Context: an optimization exercise on an open-source flow, tuned for small area and a short achievable clock period. The choices shown serve that exercise and are no tape-out recipe.
In this exercise RTL edits were held to simulation tests only and were not proved equivalent to the original.
No activity file was given, so power comes from the tool's default toggle rates.

File: flow/design.v
module mac5 #(parameter WIDTH=32)
   (input logic [(WIDTH/2)-1:0] a,
    input logic [(WIDTH/2)-1:0] b,
    input logic               clk, reset,
    output logic [WIDTH-1:0]  out);
   logic [15:0] ra;
   logic [7:0] bneg, bone, btwo;
   logic rb15;
   wire [16:0] bx = {b, 1'b0};
   logic f;
   logic q2_0_0;
   logic q2_1_0;
   logic q2_2_0;
   logic q2_3_0;
   logic q2_3_1;
   logic q2_3_2;
   logic q2_4_0;
   logic q2_4_1;
   logic q2_5_0;
   logic q2_5_1;
   logic q2_6_0;
   logic q2_6_1;
   logic q2_7_0;
   logic q2_7_1;
   logic q2_8_0;
   logic q2_8_1;
   logic q2_9_0;
   logic q2_9_1;
   logic q2_10_0;
   logic q2_10_1;
   logic q2_11_0;
   logic q2_11_1;
   logic q2_11_2;
   logic q2_11_3;
   logic q2_12_0;
   logic q2_12_1;
   logic q2_12_2;
   logic q2_13_0;
   logic q2_13_1;
   logic q2_13_2;
   logic q2_14_0;
   logic q2_14_1;
   logic q2_14_2;
   logic q2_15_0;
   logic q2_15_1;
   logic q2_15_2;
   logic q2_16_0;
   logic q2_16_1;
   logic q2_16_2;
   logic q2_16_3;
   logic q2_17_0;
   logic q2_17_1;
   logic q2_17_2;
   logic q2_17_3;
   logic q2_18_0;
   logic q2_18_1;
   logic q2_18_2;
   logic q2_18_3;
   logic q2_19_0;
   logic q2_19_1;
   logic q2_19_2;
   logic q2_19_3;
   logic q2_20_0;
   logic q2_20_1;
   logic q2_20_2;
   logic q2_20_3;
   logic q2_21_0;
   logic q2_21_1;
   logic q2_21_2;
   logic q2_21_3;
   logic q2_22_0;
   logic q2_22_1;
   logic q2_23_0;
   logic q2_23_1;
   logic q2_23_2;
   logic q2_24_0;
   logic q2_24_1;
   logic q2_24_2;
   logic q2_25_0;
   logic q2_25_1;
   logic q2_25_2;
   logic q2_26_0;
   logic q2_26_1;
   logic q2_26_2;
   logic q2_27_0;
   logic q2_27_1;
   logic q2_27_2;
   logic q2_28_0;
   logic q2_29_0;
   logic q2_29_1;
   logic q2_30_0;
   logic q2_30_1;
   logic q2_31_0;
   logic q2_31_1;
   wire p1 = ~(((bone[0] & ra[0])) ^ bneg[0]);
   wire p2 = ~(((bone[0] & ra[1]) | (btwo[0] & ra[0])) ^ bneg[0]);
   wire p3 = ~(((bone[0] & ra[2]) | (btwo[0] & ra[1])) ^ bneg[0]);
   wire p4 = ~(((bone[0] & ra[3]) | (btwo[0] & ra[2])) ^ bneg[0]);
   wire p5 = ~(((bone[0] & ra[4]) | (btwo[0] & ra[3])) ^ bneg[0]);
   wire p6 = ~(((bone[0] & ra[5]) | (btwo[0] & ra[4])) ^ bneg[0]);
   wire p7 = ~(((bone[0] & ra[6]) | (btwo[0] & ra[5])) ^ bneg[0]);
   wire p8 = ~(((bone[0] & ra[7]) | (btwo[0] & ra[6])) ^ bneg[0]);
   wire p9 = ~(((bone[0] & ra[8]) | (btwo[0] & ra[7])) ^ bneg[0]);
   wire p10 = ~(((bone[0] & ra[9]) | (btwo[0] & ra[8])) ^ bneg[0]);
   wire p11 = ~(((bone[0] & ra[10]) | (btwo[0] & ra[9])) ^ bneg[0]);
   wire p12 = ~(((bone[0] & ra[11]) | (btwo[0] & ra[10])) ^ bneg[0]);
   wire p13 = ~(((bone[0] & ra[12]) | (btwo[0] & ra[11])) ^ bneg[0]);
   wire p14 = ~(((bone[0] & ra[13]) | (btwo[0] & ra[12])) ^ bneg[0]);
   wire p15 = ~(((bone[0] & ra[14]) | (btwo[0] & ra[13])) ^ bneg[0]);
   wire p16 = ~(((bone[0] & ra[15]) | (btwo[0] & ra[14])) ^ bneg[0]);
   wire p17 = ~(((btwo[0] & ra[15])) ^ bneg[0]);
   wire p18 = ~bneg[0];
   wire p19 = bneg[0];
   wire p20 = ~(((bone[1] & ra[0])) ^ bneg[1]);
   wire p21 = ~(((bone[1] & ra[1]) | (btwo[1] & ra[0])) ^ bneg[1]);
   wire p22 = ~(((bone[1] & ra[2]) | (btwo[1] & ra[1])) ^ bneg[1]);
   wire p23 = ~(((bone[1] & ra[3]) | (btwo[1] & ra[2])) ^ bneg[1]);
   wire p24 = ~(((bone[1] & ra[4]) | (btwo[1] & ra[3])) ^ bneg[1]);
   wire p25 = ~(((bone[1] & ra[5]) | (btwo[1] & ra[4])) ^ bneg[1]);
   wire p26 = ~(((bone[1] & ra[6]) | (btwo[1] & ra[5])) ^ bneg[1]);
   wire p27 = ~(((bone[1] & ra[7]) | (btwo[1] & ra[6])) ^ bneg[1]);
   wire p28 = ~(((bone[1] & ra[8]) | (btwo[1] & ra[7])) ^ bneg[1]);
   wire p29 = ~(((bone[1] & ra[9]) | (btwo[1] & ra[8])) ^ bneg[1]);
   wire p30 = ~(((bone[1] & ra[10]) | (btwo[1] & ra[9])) ^ bneg[1]);
   wire p31 = ~(((bone[1] & ra[11]) | (btwo[1] & ra[10])) ^ bneg[1]);
   wire p32 = ~(((bone[1] & ra[12]) | (btwo[1] & ra[11])) ^ bneg[1]);
   wire p33 = ~(((bone[1] & ra[13]) | (btwo[1] & ra[12])) ^ bneg[1]);
   wire p34 = ~(((bone[1] & ra[14]) | (btwo[1] & ra[13])) ^ bneg[1]);
   wire p35 = ~(((bone[1] & ra[15]) | (btwo[1] & ra[14])) ^ bneg[1]);
   wire p36 = ~(((btwo[1] & ra[15])) ^ bneg[1]);
   wire p37 = ~bneg[1];
   wire p38 = bneg[1];
   wire p39 = ~(((bone[2] & ra[0])) ^ bneg[2]);
   wire p40 = ~(((bone[2] & ra[1]) | (btwo[2] & ra[0])) ^ bneg[2]);
   wire p41 = ~(((bone[2] & ra[2]) | (btwo[2] & ra[1])) ^ bneg[2]);
   wire p42 = ~(((bone[2] & ra[3]) | (btwo[2] & ra[2])) ^ bneg[2]);
   wire p43 = ~(((bone[2] & ra[4]) | (btwo[2] & ra[3])) ^ bneg[2]);
   wire p44 = ~(((bone[2] & ra[5]) | (btwo[2] & ra[4])) ^ bneg[2]);
   wire p45 = ~(((bone[2] & ra[6]) | (btwo[2] & ra[5])) ^ bneg[2]);
   wire p46 = ~(((bone[2] & ra[7]) | (btwo[2] & ra[6])) ^ bneg[2]);
   wire p47 = ~(((bone[2] & ra[8]) | (btwo[2] & ra[7])) ^ bneg[2]);
   wire p48 = ~(((bone[2] & ra[9]) | (btwo[2] & ra[8])) ^ bneg[2]);
   wire p49 = ~(((bone[2] & ra[10]) | (btwo[2] & ra[9])) ^ bneg[2]);
   wire p50 = ~(((bone[2] & ra[11]) | (btwo[2] & ra[10])) ^ bneg[2]);
   wire p51 = ~(((bone[2] & ra[12]) | (btwo[2] & ra[11])) ^ bneg[2]);
   wire p52 = ~(((bone[2] & ra[13]) | (btwo[2] & ra[12])) ^ bneg[2]);
   wire p53 = ~(((bone[2] & ra[14]) | (btwo[2] & ra[13])) ^ bneg[2]);
   wire p54 = ~(((bone[2] & ra[15]) | (btwo[2] & ra[14])) ^ bneg[2]);
   wire p55 = ~(((btwo[2] & ra[15])) ^ bneg[2]);
   wire p56 = ~bneg[2];
   wire p57 = bneg[2];
   wire p58 = ~(((bone[3] & ra[0])) ^ bneg[3]);
   wire p59 = ~(((bone[3] & ra[1]) | (btwo[3] & ra[0])) ^ bneg[3]);
   wire p60 = ~(((bone[3] & ra[2]) | (btwo[3] & ra[1])) ^ bneg[3]);
   wire p61 = ~(((bone[3] & ra[3]) | (btwo[3] & ra[2])) ^ bneg[3]);
   wire p62 = ~(((bone[3] & ra[4]) | (btwo[3] & ra[3])) ^ bneg[3]);
   wire p63 = ~(((bone[3] & ra[5]) | (btwo[3] & ra[4])) ^ bneg[3]);
   wire p64 = ~(((bone[3] & ra[6]) | (btwo[3] & ra[5])) ^ bneg[3]);
   wire p65 = ~(((bone[3] & ra[7]) | (btwo[3] & ra[6])) ^ bneg[3]);
   wire p66 = ~(((bone[3] & ra[8]) | (btwo[3] & ra[7])) ^ bneg[3]);
   wire p67 = ~(((bone[3] & ra[9]) | (btwo[3] & ra[8])) ^ bneg[3]);
   wire p68 = ~(((bone[3] & ra[10]) | (btwo[3] & ra[9])) ^ bneg[3]);
   wire p69 = ~(((bone[3] & ra[11]) | (btwo[3] & ra[10])) ^ bneg[3]);
   wire p70 = ~(((bone[3] & ra[12]) | (btwo[3] & ra[11])) ^ bneg[3]);
   wire p71 = ~(((bone[3] & ra[13]) | (btwo[3] & ra[12])) ^ bneg[3]);
   wire p72 = ~(((bone[3] & ra[14]) | (btwo[3] & ra[13])) ^ bneg[3]);
   wire p73 = ~(((bone[3] & ra[15]) | (btwo[3] & ra[14])) ^ bneg[3]);
   wire p74 = ~(((btwo[3] & ra[15])) ^ bneg[3]);
   wire p75 = ~bneg[3];
   wire p76 = bneg[3];
   wire p77 = ~(((bone[4] & ra[0])) ^ bneg[4]);
   wire p78 = ~(((bone[4] & ra[1]) | (btwo[4] & ra[0])) ^ bneg[4]);
   wire p79 = ~(((bone[4] & ra[2]) | (btwo[4] & ra[1])) ^ bneg[4]);
   wire p80 = ~(((bone[4] & ra[3]) | (btwo[4] & ra[2])) ^ bneg[4]);
   wire p81 = ~(((bone[4] & ra[4]) | (btwo[4] & ra[3])) ^ bneg[4]);
   wire p82 = ~(((bone[4] & ra[5]) | (btwo[4] & ra[4])) ^ bneg[4]);
   wire p83 = ~(((bone[4] & ra[6]) | (btwo[4] & ra[5])) ^ bneg[4]);
   wire p84 = ~(((bone[4] & ra[7]) | (btwo[4] & ra[6])) ^ bneg[4]);
   wire p85 = ~(((bone[4] & ra[8]) | (btwo[4] & ra[7])) ^ bneg[4]);
   wire p86 = ~(((bone[4] & ra[9]) | (btwo[4] & ra[8])) ^ bneg[4]);
   wire p87 = ~(((bone[4] & ra[10]) | (btwo[4] & ra[9])) ^ bneg[4]);
   wire p88 = ~(((bone[4] & ra[11]) | (btwo[4] & ra[10])) ^ bneg[4]);
   wire p89 = ~(((bone[4] & ra[12]) | (btwo[4] & ra[11])) ^ bneg[4]);
   wire p90 = ~(((bone[4] & ra[13]) | (btwo[4] & ra[12])) ^ bneg[4]);
   wire p91 = ~(((bone[4] & ra[14]) | (btwo[4] & ra[13])) ^ bneg[4]);
   wire p92 = ~(((bone[4] & ra[15]) | (btwo[4] & ra[14])) ^ bneg[4]);
   wire p93 = ~(((btwo[4] & ra[15])) ^ bneg[4]);
   wire p94 = ~bneg[4];
   wire p95 = bneg[4];
   wire p96 = ~(((bone[5] & ra[0])) ^ bneg[5]);
   wire p97 = ~(((bone[5] & ra[1]) | (btwo[5] & ra[0])) ^ bneg[5]);
   wire p98 = ~(((bone[5] & ra[2]) | (btwo[5] & ra[1])) ^ bneg[5]);
   wire p99 = ~(((bone[5] & ra[3]) | (btwo[5] & ra[2])) ^ bneg[5]);
   wire p100 = ~(((bone[5] & ra[4]) | (btwo[5] & ra[3])) ^ bneg[5]);
   wire p101 = ~(((bone[5] & ra[5]) | (btwo[5] & ra[4])) ^ bneg[5]);
   wire p102 = ~(((bone[5] & ra[6]) | (btwo[5] & ra[5])) ^ bneg[5]);
   wire p103 = ~(((bone[5] & ra[7]) | (btwo[5] & ra[6])) ^ bneg[5]);
   wire p104 = ~(((bone[5] & ra[8]) | (btwo[5] & ra[7])) ^ bneg[5]);
   wire p105 = ~(((bone[5] & ra[9]) | (btwo[5] & ra[8])) ^ bneg[5]);
   wire p106 = ~(((bone[5] & ra[10]) | (btwo[5] & ra[9])) ^ bneg[5]);
   wire p107 = ~(((bone[5] & ra[11]) | (btwo[5] & ra[10])) ^ bneg[5]);
   wire p108 = ~(((bone[5] & ra[12]) | (btwo[5] & ra[11])) ^ bneg[5]);
   wire p109 = ~(((bone[5] & ra[13]) | (btwo[5] & ra[12])) ^ bneg[5]);
   wire p110 = ~(((bone[5] & ra[14]) | (btwo[5] & ra[13])) ^ bneg[5]);
   wire p111 = ~(((bone[5] & ra[15]) | (btwo[5] & ra[14])) ^ bneg[5]);
   wire p112 = ~(((btwo[5] & ra[15])) ^ bneg[5]);
   wire p113 = ~bneg[5];
   wire p114 = bneg[5];
   wire p115 = ~(((bone[6] & ra[0])) ^ bneg[6]);
   wire p116 = ~(((bone[6] & ra[1]) | (btwo[6] & ra[0])) ^ bneg[6]);
   wire p117 = ~(((bone[6] & ra[2]) | (btwo[6] & ra[1])) ^ bneg[6]);
   wire p118 = ~(((bone[6] & ra[3]) | (btwo[6] & ra[2])) ^ bneg[6]);
   wire p119 = ~(((bone[6] & ra[4]) | (btwo[6] & ra[3])) ^ bneg[6]);
   wire p120 = ~(((bone[6] & ra[5]) | (btwo[6] & ra[4])) ^ bneg[6]);
   wire p121 = ~(((bone[6] & ra[6]) | (btwo[6] & ra[5])) ^ bneg[6]);
   wire p122 = ~(((bone[6] & ra[7]) | (btwo[6] & ra[6])) ^ bneg[6]);
   wire p123 = ~(((bone[6] & ra[8]) | (btwo[6] & ra[7])) ^ bneg[6]);
   wire p124 = ~(((bone[6] & ra[9]) | (btwo[6] & ra[8])) ^ bneg[6]);
   wire p125 = ~(((bone[6] & ra[10]) | (btwo[6] & ra[9])) ^ bneg[6]);
   wire p126 = ~(((bone[6] & ra[11]) | (btwo[6] & ra[10])) ^ bneg[6]);
   wire p127 = ~(((bone[6] & ra[12]) | (btwo[6] & ra[11])) ^ bneg[6]);
   wire p128 = ~(((bone[6] & ra[13]) | (btwo[6] & ra[12])) ^ bneg[6]);
   wire p129 = ~(((bone[6] & ra[14]) | (btwo[6] & ra[13])) ^ bneg[6]);
   wire p130 = ~(((bone[6] & ra[15]) | (btwo[6] & ra[14])) ^ bneg[6]);
   wire p131 = ~(((btwo[6] & ra[15])) ^ bneg[6]);
   wire p132 = ~bneg[6];
   wire p133 = bneg[6];
   wire p134 = ~(((bone[7] & ra[0])) ^ bneg[7]);
   wire p135 = ~(((bone[7] & ra[1]) | (btwo[7] & ra[0])) ^ bneg[7]);
   wire p136 = ~(((bone[7] & ra[2]) | (btwo[7] & ra[1])) ^ bneg[7]);
   wire p137 = ~(((bone[7] & ra[3]) | (btwo[7] & ra[2])) ^ bneg[7]);
   wire p138 = ~(((bone[7] & ra[4]) | (btwo[7] & ra[3])) ^ bneg[7]);
   wire p139 = ~(((bone[7] & ra[5]) | (btwo[7] & ra[4])) ^ bneg[7]);
   wire p140 = ~(((bone[7] & ra[6]) | (btwo[7] & ra[5])) ^ bneg[7]);
   wire p141 = ~(((bone[7] & ra[7]) | (btwo[7] & ra[6])) ^ bneg[7]);
   wire p142 = ~(((bone[7] & ra[8]) | (btwo[7] & ra[7])) ^ bneg[7]);
   wire p143 = ~(((bone[7] & ra[9]) | (btwo[7] & ra[8])) ^ bneg[7]);
   wire p144 = ~(((bone[7] & ra[10]) | (btwo[7] & ra[9])) ^ bneg[7]);
   wire p145 = ~(((bone[7] & ra[11]) | (btwo[7] & ra[10])) ^ bneg[7]);
   wire p146 = ~(((bone[7] & ra[12]) | (btwo[7] & ra[11])) ^ bneg[7]);
   wire p147 = ~(((bone[7] & ra[13]) | (btwo[7] & ra[12])) ^ bneg[7]);
   wire p148 = ~(((bone[7] & ra[14]) | (btwo[7] & ra[13])) ^ bneg[7]);
   wire p149 = ~(((bone[7] & ra[15]) | (btwo[7] & ra[14])) ^ bneg[7]);
   wire p150 = ~(((btwo[7] & ra[15])) ^ bneg[7]);
   wire p151 = ~bneg[7];
   wire p152 = bneg[7];
   wire p153 = ~(ra[0] & rb15);
   wire p154 = ~(ra[1] & rb15);
   wire p155 = ~(ra[2] & rb15);
   wire p156 = ~(ra[3] & rb15);
   wire p157 = ~(ra[4] & rb15);
   wire p158 = ~(ra[5] & rb15);
   wire p159 = ~(ra[6] & rb15);
   wire p160 = ~(ra[7] & rb15);
   wire p161 = ~(ra[8] & rb15);
   wire p162 = ~(ra[9] & rb15);
   wire p163 = ~(ra[10] & rb15);
   wire p164 = ~(ra[11] & rb15);
   wire p165 = ~(ra[12] & rb15);
   wire p166 = ~(ra[13] & rb15);
   wire p167 = ~(ra[14] & rb15);
   wire p168 = ~(ra[15] & rb15);
   wire p169 = ~(out[0] & f);
   wire p170 = ~(out[1] & f);
   wire p171 = ~(out[2] & f);
   wire p172 = ~(out[3] & f);
   wire p173 = ~(out[4] & f);
   wire p174 = ~(out[5] & f);
   wire p175 = ~(out[6] & f);
   wire p176 = ~(out[7] & f);
   wire p177 = ~(out[8] & f);
   wire p178 = ~(out[9] & f);
   wire p179 = ~(out[10] & f);
   wire p180 = ~(out[11] & f);
   wire p181 = ~(out[12] & f);
   wire p182 = ~(out[13] & f);
   wire p183 = ~(out[14] & f);
   wire p184 = ~(out[15] & f);
   wire p185 = ~(out[16] & f);
   wire p186 = ~(out[17] & f);
   wire p187 = ~(out[18] & f);
   wire p188 = ~(out[19] & f);
   wire p189 = ~(out[20] & f);
   wire p190 = ~(out[21] & f);
   wire p191 = ~(out[22] & f);
   wire p192 = ~(out[23] & f);
   wire p193 = ~(out[24] & f);
   wire p194 = ~(out[25] & f);
   wire p195 = ~(out[26] & f);
   wire p196 = ~(out[27] & f);
   wire p197 = ~(out[28] & f);
   wire p198 = ~(out[29] & f);
   wire p199 = ~(out[30] & f);
   wire p200 = ~(out[31] & f);
   wire p201 = ~p19;
   wire p202 = ~p36;
   wire p203 = ~p55;
   wire p204 = ~p74;
   wire p205 = ~p93;
   wire p206 = ~p112;
   wire p207 = ~p131;
   wire p208 = ~p150;
   wire s209, c210;
   mac5_fa u_s209 (.a(p18), .b(p169), .c(p1), .s(s209), .co(c210));
   wire s211, c212;
   mac5_fa u_s211 (.a(p37), .b(p171), .c(p3), .s(s211), .co(c212));
   wire s213, c214;
   mac5_fa u_s213 (.a(p172), .b(p4), .c(p21), .s(s213), .co(c214));
   wire s215, c216;
   mac5_fa u_s215 (.a(p56), .b(p173), .c(p5), .s(s215), .co(c216));
   wire s217, c218;
   mac5_fa u_s217 (.a(p174), .b(p6), .c(p23), .s(s217), .co(c218));
   wire s219, c220;
   mac5_fa u_s219 (.a(p75), .b(p175), .c(p7), .s(s219), .co(c220));
   wire s221, c222;
   mac5_fa u_s221 (.a(p24), .b(p41), .c(p58), .s(s221), .co(c222));
   wire s223, c224;
   mac5_fa u_s223 (.a(p176), .b(p8), .c(p25), .s(s223), .co(c224));
   wire s225, c226;
   mac5_fa u_s225 (.a(p94), .b(p177), .c(p9), .s(s225), .co(c226));
   wire s227, c228;
   mac5_fa u_s227 (.a(p26), .b(p43), .c(p60), .s(s227), .co(c228));
   wire s229, c230;
   mac5_fa u_s229 (.a(p178), .b(p10), .c(p27), .s(s229), .co(c230));
   wire s231, c232;
   mac5_fa u_s231 (.a(p44), .b(p61), .c(p78), .s(s231), .co(c232));
   wire s233, c234;
   mac5_fa u_s233 (.a(p113), .b(p179), .c(p11), .s(s233), .co(c234));
   wire s235, c236;
   mac5_fa u_s235 (.a(p28), .b(p45), .c(p62), .s(s235), .co(c236));
   wire s237, c238;
   mac5_fa u_s237 (.a(p180), .b(p12), .c(p29), .s(s237), .co(c238));
   wire s239, c240;
   mac5_fa u_s239 (.a(p46), .b(p63), .c(p80), .s(s239), .co(c240));
   wire s241, c242;
   mac5_fa u_s241 (.a(p132), .b(p181), .c(p13), .s(s241), .co(c242));
   wire s243, c244;
   mac5_fa u_s243 (.a(p30), .b(p47), .c(p64), .s(s243), .co(c244));
   wire s245, c246;
   mac5_fa u_s245 (.a(p81), .b(p98), .c(p115), .s(s245), .co(c246));
   wire s247, c248;
   mac5_fa u_s247 (.a(p182), .b(p14), .c(p31), .s(s247), .co(c248));
   wire s249, c250;
   mac5_fa u_s249 (.a(p48), .b(p65), .c(p82), .s(s249), .co(c250));
   wire s251, c252;
   mac5_fa u_s251 (.a(p151), .b(p183), .c(p15), .s(s251), .co(c252));
   wire s253, c254;
   mac5_fa u_s253 (.a(p32), .b(p49), .c(p66), .s(s253), .co(c254));
   wire s255, c256;
   mac5_fa u_s255 (.a(p83), .b(p100), .c(p117), .s(s255), .co(c256));
   wire s257, c258;
   mac5_fa u_s257 (.a(p184), .b(p16), .c(p33), .s(s257), .co(c258));
   wire s259, c260;
   mac5_fa u_s259 (.a(p50), .b(p67), .c(p84), .s(s259), .co(c260));
   wire s261, c262;
   mac5_fa u_s261 (.a(p101), .b(p118), .c(p135), .s(s261), .co(c262));
   wire s263, c264;
   mac5_fa u_s263 (.a(p153), .b(p185), .c(p17), .s(s263), .co(c264));
   wire s265, c266;
   mac5_fa u_s265 (.a(p34), .b(p51), .c(p68), .s(s265), .co(c266));
   wire s267, c268;
   mac5_fa u_s267 (.a(p85), .b(p102), .c(p119), .s(s267), .co(c268));
   wire s269, c270;
   mac5_fa u_s269 (.a(p201), .b(p154), .c(p186), .s(s269), .co(c270));
   wire s271, c272;
   mac5_fa u_s271 (.a(p35), .b(p52), .c(p69), .s(s271), .co(c272));
   wire s273, c274;
   mac5_fa u_s273 (.a(p86), .b(p103), .c(p120), .s(s273), .co(c274));
   wire s275, c276;
   mac5_fa u_s275 (.a(p155), .b(p187), .c(p19), .s(s275), .co(c276));
   wire s277, c278;
   mac5_fa u_s277 (.a(p202), .b(p53), .c(p70), .s(s277), .co(c278));
   wire s279, c280;
   mac5_fa u_s279 (.a(p87), .b(p104), .c(p121), .s(s279), .co(c280));
   wire s281, c282;
   mac5_fa u_s281 (.a(p38), .b(p156), .c(p188), .s(s281), .co(c282));
   wire s283, c284;
   mac5_fa u_s283 (.a(p54), .b(p71), .c(p88), .s(s283), .co(c284));
   wire s285, c286;
   mac5_fa u_s285 (.a(p105), .b(p122), .c(p139), .s(s285), .co(c286));
   wire s287, c288;
   mac5_fa u_s287 (.a(p157), .b(p189), .c(p203), .s(s287), .co(c288));
   wire s289, c290;
   mac5_fa u_s289 (.a(p72), .b(p89), .c(p106), .s(s289), .co(c290));
   wire s291, c292;
   mac5_fa u_s291 (.a(p57), .b(p158), .c(p190), .s(s291), .co(c292));
   wire s293, c294;
   mac5_fa u_s293 (.a(p73), .b(p90), .c(p107), .s(s293), .co(c294));
   wire s295, c296;
   mac5_fa u_s295 (.a(p124), .b(p141), .c(p55), .s(s295), .co(c296));
   wire s297, c298;
   mac5_fa u_s297 (.a(p159), .b(p191), .c(p204), .s(s297), .co(c298));
   wire s299, c300;
   mac5_fa u_s299 (.a(p91), .b(p108), .c(p125), .s(s299), .co(c300));
   wire s301, c302;
   mac5_fa u_s301 (.a(p76), .b(p160), .c(p192), .s(s301), .co(c302));
   wire s303, c304;
   mac5_fa u_s303 (.a(p92), .b(p109), .c(p126), .s(s303), .co(c304));
   wire s305, c306;
   mac5_fa u_s305 (.a(p161), .b(p193), .c(p205), .s(s305), .co(c306));
   wire s307, c308;
   mac5_fa u_s307 (.a(p110), .b(p127), .c(p144), .s(s307), .co(c308));
   wire s309, c310;
   mac5_fa u_s309 (.a(p95), .b(p162), .c(p194), .s(s309), .co(c310));
   wire s311, c312;
   mac5_fa u_s311 (.a(p111), .b(p128), .c(p145), .s(s311), .co(c312));
   wire s313, c314;
   mac5_fa u_s313 (.a(p163), .b(p195), .c(p206), .s(s313), .co(c314));
   wire s315, c316;
   mac5_fa u_s315 (.a(p114), .b(p164), .c(p196), .s(s315), .co(c316));
   wire s317, c318;
   mac5_fa u_s317 (.a(p130), .b(p147), .c(p112), .s(s317), .co(c318));
   wire s319, c320;
   mac5_fa u_s319 (.a(p165), .b(p197), .c(p207), .s(s319), .co(c320));
   wire s321, c322;
   mac5_fa u_s321 (.a(p133), .b(p166), .c(p198), .s(s321), .co(c322));
   wire s323, c324;
   mac5_fa u_s323 (.a(p167), .b(p199), .c(p208), .s(s323), .co(c324));
   wire s325, c326;
   mac5_fa u_s325 (.a(p152), .b(p168), .c(p200), .s(s325), .co(c326));
   wire s327, c328;
   mac5_fa u_s327 (.a(p170), .b(p2), .c(c210), .s(s327), .co(c328));
   wire s329, c330;
   mac5_fa u_s329 (.a(p22), .b(p39), .c(c214), .s(s329), .co(c330));
   wire s331, c332;
   mac5_fa u_s331 (.a(p40), .b(c216), .c(s217), .s(s331), .co(c332));
   wire s333, c334;
   mac5_fa u_s333 (.a(c218), .b(s219), .c(s221), .s(s333), .co(c334));
   wire s335, c336;
   mac5_fa u_s335 (.a(p42), .b(p59), .c(c220), .s(s335), .co(c336));
   wire s337, c338;
   mac5_fa u_s337 (.a(p77), .b(c224), .c(s225), .s(s337), .co(c338));
   wire s339, c340;
   mac5_fa u_s339 (.a(c226), .b(c228), .c(s229), .s(s339), .co(c340));
   wire s341, c342;
   mac5_fa u_s341 (.a(p79), .b(p96), .c(c230), .s(s341), .co(c342));
   wire s343, c344;
   mac5_fa u_s343 (.a(c232), .b(s233), .c(s235), .s(s343), .co(c344));
   wire s345, c346;
   mac5_fa u_s345 (.a(p97), .b(c234), .c(c236), .s(s345), .co(c346));
   wire s347, c348;
   mac5_fa u_s347 (.a(c238), .b(c240), .c(s241), .s(s347), .co(c348));
   wire s349, c350;
   mac5_fa u_s349 (.a(p99), .b(p116), .c(c242), .s(s349), .co(c350));
   wire s351, c352;
   mac5_fa u_s351 (.a(c244), .b(c246), .c(s247), .s(s351), .co(c352));
   wire s353, c354;
   mac5_fa u_s353 (.a(p134), .b(c248), .c(c250), .s(s353), .co(c354));
   wire s355, c356;
   mac5_fa u_s355 (.a(s251), .b(s253), .c(s255), .s(s355), .co(c356));
   wire s357, c358;
   mac5_fa u_s357 (.a(c252), .b(c254), .c(c256), .s(s357), .co(c358));
   wire s359, c360;
   mac5_fa u_s359 (.a(s257), .b(s259), .c(s261), .s(s359), .co(c360));
   wire s361, c362;
   mac5_fa u_s361 (.a(p136), .b(c258), .c(c260), .s(s361), .co(c362));
   wire s363, c364;
   mac5_fa u_s363 (.a(c262), .b(s263), .c(s265), .s(s363), .co(c364));
   wire s365, c366;
   mac5_fa u_s365 (.a(p137), .b(s269), .c(c264), .s(s365), .co(c366));
   wire s367, c368;
   mac5_fa u_s367 (.a(c266), .b(c268), .c(s271), .s(s367), .co(c368));
   wire s369, c370;
   mac5_fa u_s369 (.a(c270), .b(p138), .c(s275), .s(s369), .co(c370));
   wire s371, c372;
   mac5_fa u_s371 (.a(c272), .b(c274), .c(s277), .s(s371), .co(c372));
   wire s373, c374;
   mac5_fa u_s373 (.a(c276), .b(p36), .c(s281), .s(s373), .co(c374));
   wire s375, c376;
   mac5_fa u_s375 (.a(c278), .b(c280), .c(s283), .s(s375), .co(c376));
   wire s377, c378;
   mac5_fa u_s377 (.a(c282), .b(p123), .c(p140), .s(s377), .co(c378));
   wire s379, c380;
   mac5_fa u_s379 (.a(c284), .b(c286), .c(s287), .s(s379), .co(c380));
   wire s381, c382;
   mac5_fa u_s381 (.a(s291), .b(c288), .c(c290), .s(s381), .co(c382));
   wire s383, c384;
   mac5_fa u_s383 (.a(c292), .b(p142), .c(c294), .s(s383), .co(c384));
   wire s385, c386;
   mac5_fa u_s385 (.a(c296), .b(s297), .c(s299), .s(s385), .co(c386));
   wire s387, c388;
   mac5_fa u_s387 (.a(p143), .b(p74), .c(s301), .s(s387), .co(c388));
   wire s389, c390;
   mac5_fa u_s389 (.a(c298), .b(c300), .c(s303), .s(s389), .co(c390));
   wire s391, c392;
   mac5_fa u_s391 (.a(c302), .b(c304), .c(s305), .s(s391), .co(c392));
   wire s393, c394;
   mac5_fa u_s393 (.a(p93), .b(s309), .c(c306), .s(s393), .co(c394));
   wire s395, c396;
   mac5_fa u_s395 (.a(c310), .b(p129), .c(p146), .s(s395), .co(c396));
   wire s397, c398;
   mac5_fa u_s397 (.a(s315), .b(c314), .c(s317), .s(s397), .co(c398));
   wire s399, c400;
   mac5_fa u_s399 (.a(c316), .b(p148), .c(c318), .s(s399), .co(c400));
   wire s401, c402;
   mac5_fa u_s401 (.a(p149), .b(p131), .c(s321), .s(s401), .co(c402));
   wire s403, c404;
   mac5_fa u_s403 (.a(p150), .b(s325), .c(c324), .s(s403), .co(c404));
   wire s405, c406;
   mac5_fa u_s405 (.a(p20), .b(s211), .c(c328), .s(s405), .co(c406));
   wire s407, c408;
   mac5_fa u_s407 (.a(c222), .b(s223), .c(s335), .s(s407), .co(c408));
   wire s409, c410;
   mac5_fa u_s409 (.a(s227), .b(c336), .c(s337), .s(s409), .co(c410));
   wire s411, c412;
   mac5_fa u_s411 (.a(s231), .b(c338), .c(s339), .s(s411), .co(c412));
   wire s413, c414;
   mac5_fa u_s413 (.a(s341), .b(c340), .c(s343), .s(s413), .co(c414));
   wire s415, c416;
   mac5_fa u_s415 (.a(s237), .b(s239), .c(c342), .s(s415), .co(c416));
   wire s417, c418;
   mac5_fa u_s417 (.a(s243), .b(s245), .c(c346), .s(s417), .co(c418));
   wire s419, c420;
   mac5_fa u_s419 (.a(s249), .b(s349), .c(c348), .s(s419), .co(c420));
   wire s421, c422;
   mac5_fa u_s421 (.a(c350), .b(s353), .c(c352), .s(s421), .co(c422));
   wire s423, c424;
   mac5_fa u_s423 (.a(c354), .b(s357), .c(c356), .s(s423), .co(c424));
   wire s425, c426;
   mac5_fa u_s425 (.a(s267), .b(c358), .c(s361), .s(s425), .co(c426));
   wire s427, c428;
   mac5_fa u_s427 (.a(s273), .b(c362), .c(s365), .s(s427), .co(c428));
   wire s429, c430;
   mac5_fa u_s429 (.a(s279), .b(s369), .c(c366), .s(s429), .co(c430));
   wire s431, c432;
   mac5_fa u_s431 (.a(c370), .b(s285), .c(s373), .s(s431), .co(c432));
   wire s433, c434;
   mac5_fa u_s433 (.a(c374), .b(s377), .c(s289), .s(s433), .co(c434));
   wire s435, c436;
   mac5_fa u_s435 (.a(c378), .b(s293), .c(s295), .s(s435), .co(c436));
   wire s437, c438;
   mac5_fa u_s437 (.a(c382), .b(s383), .c(s385), .s(s437), .co(c438));
   wire s439, c440;
   mac5_fa u_s439 (.a(s387), .b(c384), .c(c386), .s(s439), .co(c440));
   wire s441, c442;
   mac5_fa u_s441 (.a(c388), .b(s307), .c(c390), .s(s441), .co(c442));
   wire s443, c444;
   mac5_fa u_s443 (.a(c308), .b(s311), .c(s393), .s(s443), .co(c444));
   wire s445, c446;
   mac5_fa u_s445 (.a(c312), .b(s395), .c(s313), .s(s445), .co(c446));
   wire s447, c448;
   mac5_fa u_s447 (.a(s319), .b(s399), .c(c398), .s(s447), .co(c448));
   wire s449, c450;
   mac5_fa u_s449 (.a(c320), .b(s401), .c(c400), .s(s449), .co(c450));
   wire s451, c452;
   mac5_fa u_s451 (.a(c322), .b(c402), .c(s323), .s(s451), .co(c452));
   wire s453, c454;
   mac5_fa u_s453 (.a(1'b1), .b(q2_11_0), .c(q2_11_1), .s(s453), .co(c454));
   wire s455, c456;
   mac5_fa u_s455 (.a(1'b1), .b(q2_12_0), .c(q2_12_1), .s(s455), .co(c456));
   wire s457, c458;
   mac5_fa u_s457 (.a(1'b1), .b(q2_13_0), .c(q2_13_1), .s(s457), .co(c458));
   wire s459, c460;
   mac5_fa u_s459 (.a(1'b1), .b(q2_14_0), .c(q2_14_1), .s(s459), .co(c460));
   wire s461, c462;
   mac5_fa u_s461 (.a(1'b1), .b(q2_15_0), .c(q2_15_1), .s(s461), .co(c462));
   wire s463, c464;
   mac5_fa u_s463 (.a(q2_16_0), .b(q2_16_1), .c(q2_16_2), .s(s463), .co(c464));
   wire s465, c466;
   mac5_fa u_s465 (.a(q2_17_0), .b(q2_17_1), .c(q2_17_2), .s(s465), .co(c466));
   wire s467, c468;
   mac5_fa u_s467 (.a(q2_18_0), .b(q2_18_1), .c(q2_18_2), .s(s467), .co(c468));
   wire s469, c470;
   mac5_fa u_s469 (.a(q2_19_0), .b(q2_19_1), .c(q2_19_2), .s(s469), .co(c470));
   wire s471, c472;
   mac5_fa u_s471 (.a(q2_20_0), .b(q2_20_1), .c(q2_20_2), .s(s471), .co(c472));
   wire s473, c474;
   mac5_fa u_s473 (.a(q2_21_0), .b(q2_21_1), .c(q2_21_2), .s(s473), .co(c474));
   wire s475, c476;
   mac5_fa u_s475 (.a(1'b1), .b(q2_3_0), .c(q2_3_1), .s(s475), .co(c476));
   wire s477, c478;
   mac5_fa u_s477 (.a(1'b1), .b(q2_4_0), .c(q2_4_1), .s(s477), .co(c478));
   wire s479, c480;
   mac5_fa u_s479 (.a(1'b1), .b(q2_5_0), .c(q2_5_1), .s(s479), .co(c480));
   wire s481, c482;
   mac5_fa u_s481 (.a(1'b1), .b(q2_6_0), .c(q2_6_1), .s(s481), .co(c482));
   wire s483, c484;
   mac5_fa u_s483 (.a(1'b1), .b(q2_7_0), .c(q2_7_1), .s(s483), .co(c484));
   wire s485, c486;
   mac5_fa u_s485 (.a(1'b1), .b(q2_8_0), .c(q2_8_1), .s(s485), .co(c486));
   wire s487, c488;
   mac5_fa u_s487 (.a(1'b1), .b(q2_9_0), .c(q2_9_1), .s(s487), .co(c488));
   wire s489, c490;
   mac5_fa u_s489 (.a(1'b1), .b(q2_10_0), .c(q2_10_1), .s(s489), .co(c490));
   wire s491, c492;
   mac5_fa u_s491 (.a(q2_11_2), .b(q2_11_3), .c(s453), .s(s491), .co(c492));
   wire s493, c494;
   mac5_fa u_s493 (.a(q2_12_2), .b(c454), .c(s455), .s(s493), .co(c494));
   wire s495, c496;
   mac5_fa u_s495 (.a(q2_13_2), .b(c456), .c(s457), .s(s495), .co(c496));
   wire s497, c498;
   mac5_fa u_s497 (.a(q2_14_2), .b(c458), .c(s459), .s(s497), .co(c498));
   wire s499, c500;
   mac5_fa u_s499 (.a(q2_15_2), .b(c460), .c(s461), .s(s499), .co(c500));
   wire s501, c502;
   mac5_fa u_s501 (.a(q2_16_3), .b(c462), .c(s463), .s(s501), .co(c502));
   wire s503, c504;
   mac5_fa u_s503 (.a(q2_17_3), .b(c464), .c(s465), .s(s503), .co(c504));
   wire s505, c506;
   mac5_fa u_s505 (.a(q2_18_3), .b(c466), .c(s467), .s(s505), .co(c506));
   wire s507, c508;
   mac5_fa u_s507 (.a(q2_19_3), .b(c468), .c(s469), .s(s507), .co(c508));
   wire s509, c510;
   mac5_fa u_s509 (.a(q2_20_3), .b(c470), .c(s471), .s(s509), .co(c510));
   wire s511, c512;
   mac5_fa u_s511 (.a(q2_21_3), .b(c472), .c(s473), .s(s511), .co(c512));
   wire s513, c514;
   mac5_fa u_s513 (.a(q2_22_0), .b(q2_22_1), .c(c474), .s(s513), .co(c514));
   wire s515, c516;
   mac5_fa u_s515 (.a(q2_23_0), .b(q2_23_1), .c(q2_23_2), .s(s515), .co(c516));
   wire s517, c518;
   mac5_fa u_s517 (.a(q2_24_0), .b(q2_24_1), .c(q2_24_2), .s(s517), .co(c518));
   wire s519, c520;
   mac5_fa u_s519 (.a(q2_25_0), .b(q2_25_1), .c(q2_25_2), .s(s519), .co(c520));
   wire s521, c522;
   mac5_fa u_s521 (.a(q2_26_0), .b(q2_26_1), .c(q2_26_2), .s(s521), .co(c522));
   wire s523, c524;
   mac5_fa u_s523 (.a(q2_27_0), .b(q2_27_1), .c(q2_27_2), .s(s523), .co(c524));
   wire [31:0] sx = {q2_31_0, q2_30_0, q2_29_0, q2_28_0, s523, s521, s519, s517, s515, s513, s511, s509, s507, s505, s503, s501, s499, s497, s495, s493, s491, s489, s487, s485, s483, s481, s479, s477, s475, q2_2_0, q2_1_0, q2_0_0};
   wire [31:0] sy = {q2_31_1, q2_30_1, q2_29_1, c524, c522, c520, c518, c516, c514, c512, c510, c508, c506, c504, c502, c500, c498, c496, c494, c492, c490, c488, c486, c484, c482, c480, c478, c476, q2_3_2, 1'b1, 1'b1, 1'b1};
   wire [31:0] sp = sx ^ sy, sg = sx & sy;
   wire lG1 = sg[0] | (sp[0] & 1'b1);
   wire lG2 = sg[2] | (sp[2] & sg[1]);
   wire lP2 = sp[2] & sp[1];
   wire lG3 = sg[4] | (sp[4] & sg[3]);
   wire lP3 = sp[4] & sp[3];
   wire lG4 = sg[6] | (sp[6] & sg[5]);
   wire lP4 = sp[6] & sp[5];
   wire lG5 = sg[1] | (sp[1] & lG1);
   wire lG6 = lG2 | (lP2 & lG1);
   wire lG7 = sg[5] | (sp[5] & lG3);
   wire lP7 = sp[5] & lP3;
   wire lG8 = lG4 | (lP4 & lG3);
   wire lP8 = lP4 & lP3;
   wire lG9 = sg[3] | (sp[3] & lG6);
   wire lG10 = lG3 | (lP3 & lG6);
   wire lG11 = lG7 | (lP7 & lG6);
   wire lG12 = lG8 | (lP8 & lG6);
   wire lG13 = sg[7] | (sp[7] & lG12);
   logic q3_lo0;
   logic q3_lo1;
   logic q3_lo2;
   logic q3_lo3;
   logic q3_lo4;
   logic q3_lo5;
   logic q3_lo6;
   logic q3_lo7;
   logic q3_ck;
   logic [31:8] q3_p, q3_g;
   wire hG1 = q3_g[8] | (q3_p[8] & q3_ck);
   wire hG2 = q3_g[10] | (q3_p[10] & q3_g[9]);
   wire hP2 = q3_p[10] & q3_p[9];
   wire hG3 = q3_g[12] | (q3_p[12] & q3_g[11]);
   wire hP3 = q3_p[12] & q3_p[11];
   wire hG4 = q3_g[14] | (q3_p[14] & q3_g[13]);
   wire hP4 = q3_p[14] & q3_p[13];
   wire hG5 = q3_g[16] | (q3_p[16] & q3_g[15]);
   wire hP5 = q3_p[16] & q3_p[15];
   wire hG6 = q3_g[18] | (q3_p[18] & q3_g[17]);
   wire hP6 = q3_p[18] & q3_p[17];
   wire hG7 = q3_g[20] | (q3_p[20] & q3_g[19]);
   wire hP7 = q3_p[20] & q3_p[19];
   wire hG8 = q3_g[22] | (q3_p[22] & q3_g[21]);
   wire hP8 = q3_p[22] & q3_p[21];
   wire hG9 = q3_g[24] | (q3_p[24] & q3_g[23]);
   wire hP9 = q3_p[24] & q3_p[23];
   wire hG10 = q3_g[26] | (q3_p[26] & q3_g[25]);
   wire hP10 = q3_p[26] & q3_p[25];
   wire hG11 = q3_g[28] | (q3_p[28] & q3_g[27]);
   wire hP11 = q3_p[28] & q3_p[27];
   wire hG12 = q3_g[30] | (q3_p[30] & q3_g[29]);
   wire hP12 = q3_p[30] & q3_p[29];
   wire hG13 = q3_g[9] | (q3_p[9] & hG1);
   wire hG14 = hG2 | (hP2 & hG1);
   wire hG15 = q3_g[13] | (q3_p[13] & hG3);
   wire hP15 = q3_p[13] & hP3;
   wire hG16 = hG4 | (hP4 & hG3);
   wire hP16 = hP4 & hP3;
   wire hG17 = q3_g[17] | (q3_p[17] & hG5);
   wire hP17 = q3_p[17] & hP5;
   wire hG18 = hG6 | (hP6 & hG5);
   wire hP18 = hP6 & hP5;
   wire hG19 = q3_g[21] | (q3_p[21] & hG7);
   wire hP19 = q3_p[21] & hP7;
   wire hG20 = hG8 | (hP8 & hG7);
   wire hP20 = hP8 & hP7;
   wire hG21 = q3_g[25] | (q3_p[25] & hG9);
   wire hP21 = q3_p[25] & hP9;
   wire hG22 = hG10 | (hP10 & hG9);
   wire hP22 = hP10 & hP9;
   wire hG23 = q3_g[29] | (q3_p[29] & hG11);
   wire hP23 = q3_p[29] & hP11;
   wire hG24 = hG12 | (hP12 & hG11);
   wire hP24 = hP12 & hP11;
   wire hG25 = q3_g[11] | (q3_p[11] & hG14);
   wire hG26 = hG3 | (hP3 & hG14);
   wire hG27 = hG15 | (hP15 & hG14);
   wire hG28 = hG16 | (hP16 & hG14);
   wire hG29 = q3_g[19] | (q3_p[19] & hG18);
   wire hP29 = q3_p[19] & hP18;
   wire hG30 = hG7 | (hP7 & hG18);
   wire hP30 = hP7 & hP18;
   wire hG31 = hG19 | (hP19 & hG18);
   wire hP31 = hP19 & hP18;
   wire hG32 = hG20 | (hP20 & hG18);
   wire hP32 = hP20 & hP18;
   wire hG33 = q3_g[27] | (q3_p[27] & hG22);
   wire hP33 = q3_p[27] & hP22;
   wire hG34 = hG11 | (hP11 & hG22);
   wire hP34 = hP11 & hP22;
   wire hG35 = hG23 | (hP23 & hG22);
   wire hP35 = hP23 & hP22;
   wire hG36 = hG24 | (hP24 & hG22);
   wire hP36 = hP24 & hP22;
   wire hG37 = q3_g[15] | (q3_p[15] & hG28);
   wire hG38 = hG5 | (hP5 & hG28);
   wire hG39 = hG17 | (hP17 & hG28);
   wire hG40 = hG18 | (hP18 & hG28);
   wire hG41 = hG29 | (hP29 & hG28);
   wire hG42 = hG30 | (hP30 & hG28);
   wire hG43 = hG31 | (hP31 & hG28);
   wire hG44 = hG32 | (hP32 & hG28);
   wire hG45 = q3_g[31] | (q3_p[31] & hG36);
   wire hP45 = q3_p[31] & hP36;
   wire hG46 = q3_g[23] | (q3_p[23] & hG44);
   wire hG47 = hG9 | (hP9 & hG44);
   wire hG48 = hG21 | (hP21 & hG44);
   wire hG49 = hG22 | (hP22 & hG44);
   wire hG50 = hG33 | (hP33 & hG44);
   wire hG51 = hG34 | (hP34 & hG44);
   wire hG52 = hG35 | (hP35 & hG44);
   wire hG53 = hG36 | (hP36 & hG44);
   wire hG54 = hG45 | (hP45 & hG44);
   wire [31:0] nsum = {~(q3_p[31] ^ hG53), ~(q3_p[30] ^ hG52), ~(q3_p[29] ^ hG51), ~(q3_p[28] ^ hG50), ~(q3_p[27] ^ hG49), ~(q3_p[26] ^ hG48), ~(q3_p[25] ^ hG47), ~(q3_p[24] ^ hG46), ~(q3_p[23] ^ hG44), ~(q3_p[22] ^ hG43), ~(q3_p[21] ^ hG42), ~(q3_p[20] ^ hG41), ~(q3_p[19] ^ hG40), ~(q3_p[18] ^ hG39), ~(q3_p[17] ^ hG38), ~(q3_p[16] ^ hG37), ~(q3_p[15] ^ hG28), ~(q3_p[14] ^ hG27), ~(q3_p[13] ^ hG26), ~(q3_p[12] ^ hG25), ~(q3_p[11] ^ hG14), ~(q3_p[10] ^ hG13), ~(q3_p[9] ^ hG1), ~(q3_p[8] ^ q3_ck), q3_lo7, q3_lo6, q3_lo5, q3_lo4, q3_lo3, q3_lo2, q3_lo1, q3_lo0};
   always @(posedge clk) begin
      q3_lo0 <= ~(sp[0] ^ 1'b1);
      q3_lo1 <= ~(sp[1] ^ lG1);
      q3_lo2 <= ~(sp[2] ^ lG5);
      q3_lo3 <= ~(sp[3] ^ lG6);
      q3_lo4 <= ~(sp[4] ^ lG9);
      q3_lo5 <= ~(sp[5] ^ lG10);
      q3_lo6 <= ~(sp[6] ^ lG11);
      q3_lo7 <= ~(sp[7] ^ lG12);
      q3_ck <= lG13;
      q3_p <= sp[31:8];
      q3_g <= sg[31:8];
   end
   always @(posedge clk or negedge reset)
     if (!reset) f <= 1'b0;
     else f <= 1'b1;
   always @(posedge clk) begin
      ra <= a;
      bneg[0] <= bx[2];
      bone[0] <= bx[1] ^ bx[0];
      btwo[0] <= (bx[2] & ~bx[1] & ~bx[0]) | (~bx[2] & bx[1] & bx[0]);
      bneg[1] <= bx[4];
      bone[1] <= bx[3] ^ bx[2];
      btwo[1] <= (bx[4] & ~bx[3] & ~bx[2]) | (~bx[4] & bx[3] & bx[2]);
      bneg[2] <= bx[6];
      bone[2] <= bx[5] ^ bx[4];
      btwo[2] <= (bx[6] & ~bx[5] & ~bx[4]) | (~bx[6] & bx[5] & bx[4]);
      bneg[3] <= bx[8];
      bone[3] <= bx[7] ^ bx[6];
      btwo[3] <= (bx[8] & ~bx[7] & ~bx[6]) | (~bx[8] & bx[7] & bx[6]);
      bneg[4] <= bx[10];
      bone[4] <= bx[9] ^ bx[8];
      btwo[4] <= (bx[10] & ~bx[9] & ~bx[8]) | (~bx[10] & bx[9] & bx[8]);
      bneg[5] <= bx[12];
      bone[5] <= bx[11] ^ bx[10];
      btwo[5] <= (bx[12] & ~bx[11] & ~bx[10]) | (~bx[12] & bx[11] & bx[10]);
      bneg[6] <= bx[14];
      bone[6] <= bx[13] ^ bx[12];
      btwo[6] <= (bx[14] & ~bx[13] & ~bx[12]) | (~bx[14] & bx[13] & bx[12]);
      bneg[7] <= bx[16];
      bone[7] <= bx[15] ^ bx[14];
      btwo[7] <= (bx[16] & ~bx[15] & ~bx[14]) | (~bx[16] & bx[15] & bx[14]);
      rb15 <= b[15];
      q2_0_0 <= s209;
      q2_1_0 <= s327;
      q2_2_0 <= s405;
      q2_3_0 <= c212;
      q2_3_1 <= s213;
      q2_3_2 <= c406;
      q2_4_0 <= s215;
      q2_4_1 <= s329;
      q2_5_0 <= c330;
      q2_5_1 <= s331;
      q2_6_0 <= c332;
      q2_6_1 <= s333;
      q2_7_0 <= s407;
      q2_7_1 <= c334;
      q2_8_0 <= s409;
      q2_8_1 <= c408;
      q2_9_0 <= s411;
      q2_9_1 <= c410;
      q2_10_0 <= s413;
      q2_10_1 <= c412;
      q2_11_0 <= s415;
      q2_11_1 <= s345;
      q2_11_2 <= c344;
      q2_11_3 <= c414;
      q2_12_0 <= s417;
      q2_12_1 <= s347;
      q2_12_2 <= c416;
      q2_13_0 <= s419;
      q2_13_1 <= s351;
      q2_13_2 <= c418;
      q2_14_0 <= s421;
      q2_14_1 <= s355;
      q2_14_2 <= c420;
      q2_15_0 <= s423;
      q2_15_1 <= s359;
      q2_15_2 <= c422;
      q2_16_0 <= s425;
      q2_16_1 <= c360;
      q2_16_2 <= s363;
      q2_16_3 <= c424;
      q2_17_0 <= s427;
      q2_17_1 <= c364;
      q2_17_2 <= s367;
      q2_17_3 <= c426;
      q2_18_0 <= s429;
      q2_18_1 <= c368;
      q2_18_2 <= s371;
      q2_18_3 <= c428;
      q2_19_0 <= s431;
      q2_19_1 <= c372;
      q2_19_2 <= s375;
      q2_19_3 <= c430;
      q2_20_0 <= s433;
      q2_20_1 <= c376;
      q2_20_2 <= s379;
      q2_20_3 <= c432;
      q2_21_0 <= s435;
      q2_21_1 <= s381;
      q2_21_2 <= c380;
      q2_21_3 <= c434;
      q2_22_0 <= s437;
      q2_22_1 <= c436;
      q2_23_0 <= s439;
      q2_23_1 <= s389;
      q2_23_2 <= c438;
      q2_24_0 <= s441;
      q2_24_1 <= s391;
      q2_24_2 <= c440;
      q2_25_0 <= s443;
      q2_25_1 <= c392;
      q2_25_2 <= c442;
      q2_26_0 <= s445;
      q2_26_1 <= c394;
      q2_26_2 <= c444;
      q2_27_0 <= c396;
      q2_27_1 <= s397;
      q2_27_2 <= c446;
      q2_28_0 <= s447;
      q2_29_0 <= s449;
      q2_29_1 <= c448;
      q2_30_0 <= s451;
      q2_30_1 <= c450;
      q2_31_0 <= s403;
      q2_31_1 <= c452;
      out <= nsum;
   end
endmodule
module mac5_fa (input logic a, b, c, output logic s, co);
   assign s = a ^ b ^ c;
   assign co = (a & b) | (a & c) | (b & c);
endmodule
File: flow/flow/run.sh
#!/bin/bash
# Standard layout, with port buffers of a plain buffer cell, sizing not held to
# the cells' footprints, and a clock tree without dummy loads.
bash standard.sh MATCH_CELL_FOOTPRINT=0 \
  BUFFER_PORTS_ARGS="-buffer_cell sky130_fd_sc_hd__buf_2" \
  CTS_ARGS="-sink_clustering_enable -repair_clock_nets -dont_use_dummy_load -sink_clustering_size 30 -sink_clustering_max_diameter 60 -sink_clustering_levels 1" \
  finish > standard.log 2>&1
File: flow/standard.sh
#!/bin/bash
# synth_recipe.tcl (not shown) runs the flow's synth.tcl, then flattens the netlist and writes it again
# the make line also repeats each setting of config.mk as NAME=value (left out here)
make -C /OpenROAD-flow-scripts/flow DESIGN_CONFIG=/design/flow/config.mk WORK_HOME=/design/flow/orfs CLKGATE_MAP_FILE= SYNTH_SCRIPT=/design/flow/synth_recipe.tcl "${@:-finish}"
File: flow/config.mk
export PLATFORM = sky130hd
export DESIGN_NAME = mac5
export DESIGN_NICKNAME = mac5
export VERILOG_FILES = /design/flow/design.v
export SDC_FILE = /design/flow/constraint.sdc
export NUM_CORES = 4
export LEC_CHECK = 0
export ABC_CLOCK_PERIOD_IN_PS = 1000
export CAP_MARGIN = 20
export CORE_MARGIN = 2
export CORE_UTILIZATION = 40
export SETUP_SLACK_MARGIN = 4.5
export SLEW_MARGIN = 20
export SYNTH_HIERARCHICAL = 1
export SYNTH_MINIMUM_KEEP_SIZE = 0
File: flow/constraint.sdc
create_clock -name core_clock -period 7.0 [get_ports {clk}]
set_input_delay 1.4000 -clock core_clock [delete_from_list [all_inputs] [get_ports {clk}]]
set_output_delay 1.4000 -clock core_clock [all_outputs]
set_load 0.01 [all_outputs]
==> results of run 1 <==
-- where the power goes --
part           leakage (nW)  internal (W)  switching (W)
clock                 0.246      0.000501       0.000418
sequential             1.81       0.00183       0.000377
combinational          2.91       0.00111        0.00118
-- Yosys stat by module (local to each module, per instance) --
module,cells,copies in the design,flip-flops and latches
mac5_fa,1,158,0
mac5,808,1,213
-- sequential cells by signal, indices dropped and copies added, names as in the netlist, 8 cells and up --
| signal | flops |
|---|---|
| out | 32 |
| bneg | 8 |
| ra | 16 |
| q3_g | 23 |
| bone | 8 |
| btwo | 8 |
| q3_p | 24 |
-- kinds of logic after synthesis --
kind of cell / after synthesis / share of synthesized area (%)
flip-flops: 213 / 37.1
adder cells (fa/ha/maj): 192 / 31.3
AO/OA/AOI/OAI: 166 / 10.6
XOR/XNOR: 161 / 12.3
AND/OR/NAND/NOR: 125 / 5.09
buffers and inverters: 106 / 3.47
multiplexers: 2 / 0.185
other: 1 / 0.0326
-- critical path, cell delays in order (launching register included) --
cell and delay [ns]:
dfxtp_2 0.56, a22oi_1 0.17, xnor2_1 0.18, fa_1 0.44, fa_1 0.56, fa_1 0.40
-- timing repair --
item                                   in CTS  in global routing
buffers inserted                            0                  9
gates resized for setup                    58                 28
setup endpoints to repair                  56                 16
endpoints found under the hold margin       0                  0
-- worst max-delay path by stage --
stage / from / endpoint / slack, ns / cells after the start
6_report: ra[3] / q2_10_0 / 4.56 / 5
5_1_grt: f / q2_22_0 / 4.49 / 5
4_1_cts: ra[14] / q2_22_0 / 4.49 / 5
3_5_place_dp: bneg[7] / q2_22_0 / 3.85 / 5
3_3_place_gp: bneg[7] / q2_22_0 / 3.92 / 5
2_1_floorplan: bone[6] / q2_22_0 / 4.50 / 7
-- stage by stage --
stage               cell area, µm²  hold WS, ns  setup slack [ns]
finish                       12800        0.305              4.56
global route                 12800        0.314              4.49
CTS                          12700        0.310              4.49
detailed placement           12100        0.313              3.85
global placement             12100        0.311              3.92
floorplan                    11600        0.310              4.50
-- cells in the final DEF (no fill, tap or decap), types with 4 or more instances in the layout --
master,count
dfxtp_1,175
fa_1,159
xnor2_1,143
a22oi_1,120
nand2_1,69
buf_2,65
ha_1,33
dfxtp_4,29
inv_1,21
clkbuf_16,20
xor2_1,18
nor2_1,14
conb_1,14
nand2b_1,13
a21oi_1,11
buf_4,9
inv_4,8
o21ai_0,8
dfxtp_2,8
nand3b_1,7
o211ai_1,4
nor3_1,4
a21o_1,4
-- layer usage --
layer / vias to the layer above / GRT usage [%] / share of wire [%]
li1: 3222 / - / -
met1: 3575 / 23.6 / 42
met2: 247 / 28.7 / 47
met3: 56 / 3.51 / 6.8
met4: 0 / 6.79 / 4.3
met5: - / 0 / 0
-- area by class of cell --
cell class	instances	area (µm²)
Clock buffer	20	500
Fill cell	2710	15700
Inverter	29	129
Multi-Input combinational cell	660	6890
Sequential cell	213	4390
Tap cell	384	480
Timing Repair Buffer	76	428
==> flow_metrics.tcl, run 1 <==
set metrics [dict create \
    core_area_um2 28500 \
    hold_class "flip-flop to flip-flop" \
    num_rows 62 \
    portBuffers 65 \
    dpl.hpwl_um 18400 \
    layout_worst_path_cycle_share_pct 34.9 \
    yosysMostFrequentCell "dfxtp_1" \
    grt_pass1_vias 7525 \
    synth_ff_type "dfxtp_1" \
    fin_nets 1226 \
    peakVddDrop_uv 220 \
    dr.pass1.iters 8 \
    final_util_pct 44.9 \
    grt_pass1_wl_um 41600 \
    fin_skew_ns 0.0589 \
    numCtsBuffers 20 \
    leakage_nw 4.96 \
    final_antenna_net_count 0 \
    yosys-top-cells-area "dfxtp_1 37%, fa_1 28%, xnor2_1 11%, a22oi_1 7.8%, ha_1 3.6%" \
    wl_per_cell_um 18.8 \
    timing.rr.start "ra[3]" \
    drc 0 \
    ys_warn_count 7 \
    yosys-top-cells-count "212 x dfxtp_1, 159 x fa_1, 143 x xnor2_1, 120 x a22oi_1, 69 x nand2_1" \
    areaGrowthSynthToFinish_pct 11.4 \
    ios 66 \
    netlist_area_um2 11500 \
    cp_max_fo 17 \
    clkTransAtPathRegs_ns 0.07 \
    synth_edf_count 0 \
    cts_tree "yes" \
    clk_latency_ns 0.51 \
    viasPerCell 5.14 \
    holdBufCountCts 0 \
    clockBufferDepth 3 \
    max_slew_margin_pct 61.4 \
    first_iter_violations 502 \
    synth.ff_latch_count 213 \
    worstSetupPathType "flip-flop to flip-flop" \
    worstHoldEndpoint "out[4]" \
    synth_cell_type_count 47 \
    ys_seq_area_share_pct 37.1 \
    drv_slew 0 \
    vias 7100 \
    clock_sinks 213 \
    worstPathRequired_ns 7.39 \
    cp-start-kind "flip-flop" \
    synth_cells 966 \
    power.total_w 0.00541 \
    synth_top_area_share_pct 36.9 \
    ff2ff_setup_slack_ns 4.56 \
    wl_um 25900 \
    reg2reg_to "q2_10_0" \
    htree_levels 1 \
    yosys.area.top_type "dfxtp_1" \
    rsz0062_at_grt "yes" \
    fin_crit_ns 2.44 \
    dieArea_um2 30100 \
    avgSynthCellArea_um2 11.9 \
    cp.arrival_ns 2.83 \
    drive_gt1_share_pct 15.1 \
    dp.cells 1353 \
    async_flop_share_pct 0.469 \
    grtUsageTotal_pct 17.7 \
    gp_congestion 0.873 \
    die_h_um 174 \
    initial_core_util_pct 40.3 \
    cap_violations 0 \
    dieWidth_um 174 \
    end_kind "flip-flop" \
    worst_pin_slew_ns 0.575 \
    grt_overflow 0 \
    hold_start "q3_lo4" \
    final_cells 1382 \
    fmax_ghz 0.409 \
    r2r_cells 5 \
    final.setup.tns_ns 0 \
    cts_root_buf "clkbuf_16" \
    status "no timing/DRC/antenna violations" \
    antenna_found_initial 0 \
    report.final.setup_viol 0 \
    finalHoldViolations 0 \
    grt_max_degree 33 \
    antenna_cells 0 \
    pwr_density_cell_nw_per_um2 422 \
    hold_depth 0 \
]
==> run 2, diff against run 1 <==
==> flow/flow/run.sh (replaced) <==
#!/bin/bash
# Standard layout, with port buffers of a plain buffer cell, sizing not held to
# the cells' footprints, and a clock tree without dummy loads.
bash standard.sh MATCH_CELL_FOOTPRINT=0 \
  BUFFER_PORTS_ARGS="-buffer_cell sky130_fd_sc_hd__buf_2" \
  CTS_ARGS="-sink_clustering_enable -repair_clock_nets -dont_use_dummy_load -sink_clustering_size 30 -sink_clustering_max_diameter 60 -num_static_layers 1" \
  finish > standard.log 2>&1
==> run 2 against run 1 <==
Against the previous run: worst hold slack is essentially flat; sequential power about the same; critical path depth unchanged; first-iteration DRC count increased by 8.6%; critical path type unchanged; clock skew shrank 0.0014 ns; synthesized area is the same; via count is 0.31% higher.
==> flow_metrics.tcl, run 2 <==
set metrics [dict create \
    status "no timing/DRC/antenna violations" \
    netlist_area_um2 11500 \
    peakVddDrop_uv 220 \
    hold_start "q3_lo4" \
    clk_latency_ns 0.51 \
    synth_cells 966 \
    timing.rr.start "ra[3]" \
    max_slew_margin_pct 60.3 \
    grt_pass1_vias 7553 \
    grtUsageTotal_pct 17.7 \
    dieArea_um2 30100 \
    largestRegisters "out (32), q3_p (24), q3_g (23)" \
    clockBufferDepth 3 \
    fillers 2705 \
    wl_per_cell_um 18.8 \
    ys_seq_area_share_pct 37.1 \
    grt_overflow 0 \
    die_h_um 174 \
    cts_tree "yes" \
    report.final.setup_viol 0 \
    ys_warn_count 7 \
    yosys.area.top_type "dfxtp_1" \
    crit_path_max_incr_delay_ns 0.58 \
    synth_edf_count 0 \
    slowest_stage "dfxtp_2" \
    rsz0062_at_grt "yes" \
    initial_core_util_pct 40.3 \
    critPathMostFrequentCell "fa_1" \
    antenna_cells 0 \
    cp.arrival_ns 2.85 \
    htree_levels 1 \
    leakage_nw 4.97 \
    cp_max_fo 17 \
    drv_slew 0 \
    yosysMostFrequentCell "dfxtp_1" \
    crit_chain "a22oi_1 -> xnor2_1 -> fa_1 -> fa_1 -> fa_1" \
    dp_slack_ns 3.85 \
    cap_violations 0 \
    yosys-top-cells-area "dfxtp_1 37%, fa_1 28%, xnor2_1 11%, a22oi_1 7.8%, ha_1 3.6%" \
    numCtsBuffers 20 \
    drc 0 \
    end_kind "flip-flop" \
    gp_congestion 0.873 \
    viasPerCell 5.15 \
    cp-start-kind "flip-flop" \
    worstPathRequired_ns 7.39 \
    fin_nets 1227 \
    clock_sinks 213 \
    synth_cell_type_count 47 \
    yosys-top-cells-count "212 x dfxtp_1, 159 x fa_1, 143 x xnor2_1, 120 x a22oi_1, 69 x nand2_1" \
    core_area_um2 28500 \
    largest_register_ffs 32 \
    dieWidth_um 174 \
    fin_skew_ns 0.0575 \
    synth_ff_type "dfxtp_1" \
    hold_class "flip-flop to flip-flop" \
    final_antenna_net_count 0 \
    pwr_density_cell_nw_per_um2 423 \
    finalHoldViolations 0 \
    place_area_um2 12100 \
    hold_ws_ns 0.306 \
    worstSetupPathType "flip-flop to flip-flop" \
    dpl.hpwl_um 18400 \
    cts_root_buf "clkbuf_16" \
    fin_crit_ns 2.47 \
    setup_slack_ns 4.53 \
    vias 7122 \
    final_common_cell "dfxtp_1" \
    synth.ff_latch_count 213 \
    wl_um 26100 \
    largest-register "out" \
    dr.pass1.iters 6 \
    avgSynthCellArea_um2 11.9 \
    areaGrowthSynthToFinish_pct 11.4 \
    grt_max_degree 33 \
    async_flop_share_pct 0.469 \
    synth_top_area_share_pct 36.9 \
    final.setup.tns_ns 0 \
    layout_worst_path_cycle_share_pct 35.2 \
    portBuffers 65 \
    power.total_w 0.00542 \
    clkTransAtPathRegs_ns 0.07 \
    grt_pass1_wl_um 41700 \
    num_rows 62 \
    startpoint "ra[3]" \
    antenna_found_initial 0 \
    fmax_ghz 0.406 \
    design_area_um2 12800 \
    ios 66 \
    final_cell_mix "175 x dfxtp_1, 159 x fa_1, 143 x xnor2_1" \
    drive_gt1_share_pct 15.2 \
    first_iter_violations 545 \
    worst_pin_slew_ns 0.592 \
]
run 2: path summary, 6_finish.rpt:
| check | end | slack [ns] | cells after the start |
|---|---|---|---|
| hold / removal | out[4] | 0.31 | 0 |
| max in group asynchronous | f | 6.25 | 1 |
| hold reg to reg | out[4] | 0.31 | 0 |
| min in group asynchronous | f | 0.67 | 1 |
| setup reg to reg | q2_10_0 | 4.53 | 5 |
| setup / recovery | q2_10_0 | 4.53 | 5 |
run 2: where the power goes:
part           total (W)  leakage (nW)  internal [W]  switching, W
Combinational    0.00229          2.91       0.00111       0.00118
Clock           0.000919         0.246      0.000501      0.000419
Sequential       0.00220          1.81       0.00183      0.000379
run 2: per-stage QoR:
| stage | instances | util, % |
|---|---|---|
| 2_1_floorplan | 979 | - |
| 3_3_place_gp | 1353 | 42.3 |
| 3_5_place_dp | 1353 | 42.3 |
| 4_1_cts | 1373 | 44.4 |
| 5_1_grt | 1383 | 44.9 |
| 6_report | 1383 | 44.9 |
run 2: what timing repair did:
action,in CTS,in global routing
hold buffers,0,0
setup buffers,0,10
endpoints found under the hold margin,0,0
gates resized for setup,59,27
setup endpoints to repair,56,15
gates cloned,0,0
run 2: worst max-delay path: cells and delay by family (launching register included):
family	cells	cell delay, ns
XOR/XNOR	1	0.18
adder cells (fa/ha/maj)	3	1.40
flip-flops	1	0.58
AO/OA/AOI/OAI	1	0.18
run 2: cell families (layout without fill, tap and decap cells):
group | after synthesis | in the layout | share of synthesized area, %
xor gates and xnor gates | 161 | 161 | 12.3
DFF | 213 | 213 | 37.1
other | 1 | 14 | 0.0326
AOI/OAI and AO/OA | 166 | 166 | 10.6
buffers and inverters | 106 | 126 | 3.47
and+or+nand+nor | 125 | 125 | 5.09
adders and majority gates | 192 | 192 | 31.3
muxes | 2 | 2 | 0.185
run 2: area by class of cell:
| cell class | instances | area (µm²) | share of cell area (%) |
|---|---|---|---|
| sequential | 213 | 4390 | 34.2 |
| inverter | 29 | 129 | 1.01 |
| tap | 384 | 480 | 3.75 |
| multi-input combinational | 660 | 6890 | 53.7 |
| clock buffer | 20 | 500 | 3.90 |
| timing repair buffer | 77 | 435 | 3.40 |
run 2: per-module statistics from Yosys (local to each module, per instance):
module	flip-flops and latches	cell area (µm²)
mac5	213	8340
mac5_fa	0	20.0
run 2: routing by layer:
metal,GRT usage (%),part of all wire (%),up-vias
met4,6.62,3.8,0
li1,-,-,3220
met5,0,0,-
met3,3.55,7.0,55
met1,23.5,42,3599
met2,29.0,47,248

[static timing again, ports no longer ideal]
The results above use ideal ports. As a check the final layouts listed here were re-extracted and re-timed, cells and wires unchanged.
Step 1: set_driving_cell puts a clkbuf_16 on clk and a buf_2 on each other input, an assumption about the parent block.
Step 2 times the ports against the registers' clock, not the clock port: input delays grow and output delays shrink by t, the midpoint of the rising clock arrivals with the driver on.
a / b / c = ideal ports / drivers / drivers and shift; a / b = the first two.
run	shift t [ns]	setup WS [ns]	worst setup path at the end	worst slew at a driven data input, ns	cell pins on the clock port's net
run 1	0.533	4.558 / 4.528 / 4.558	register to register	0.04	1
run 2	0.534	4.535 / 4.527 / 4.535	register to register	0.04	1
After both steps setup and hold are still met in every run listed.
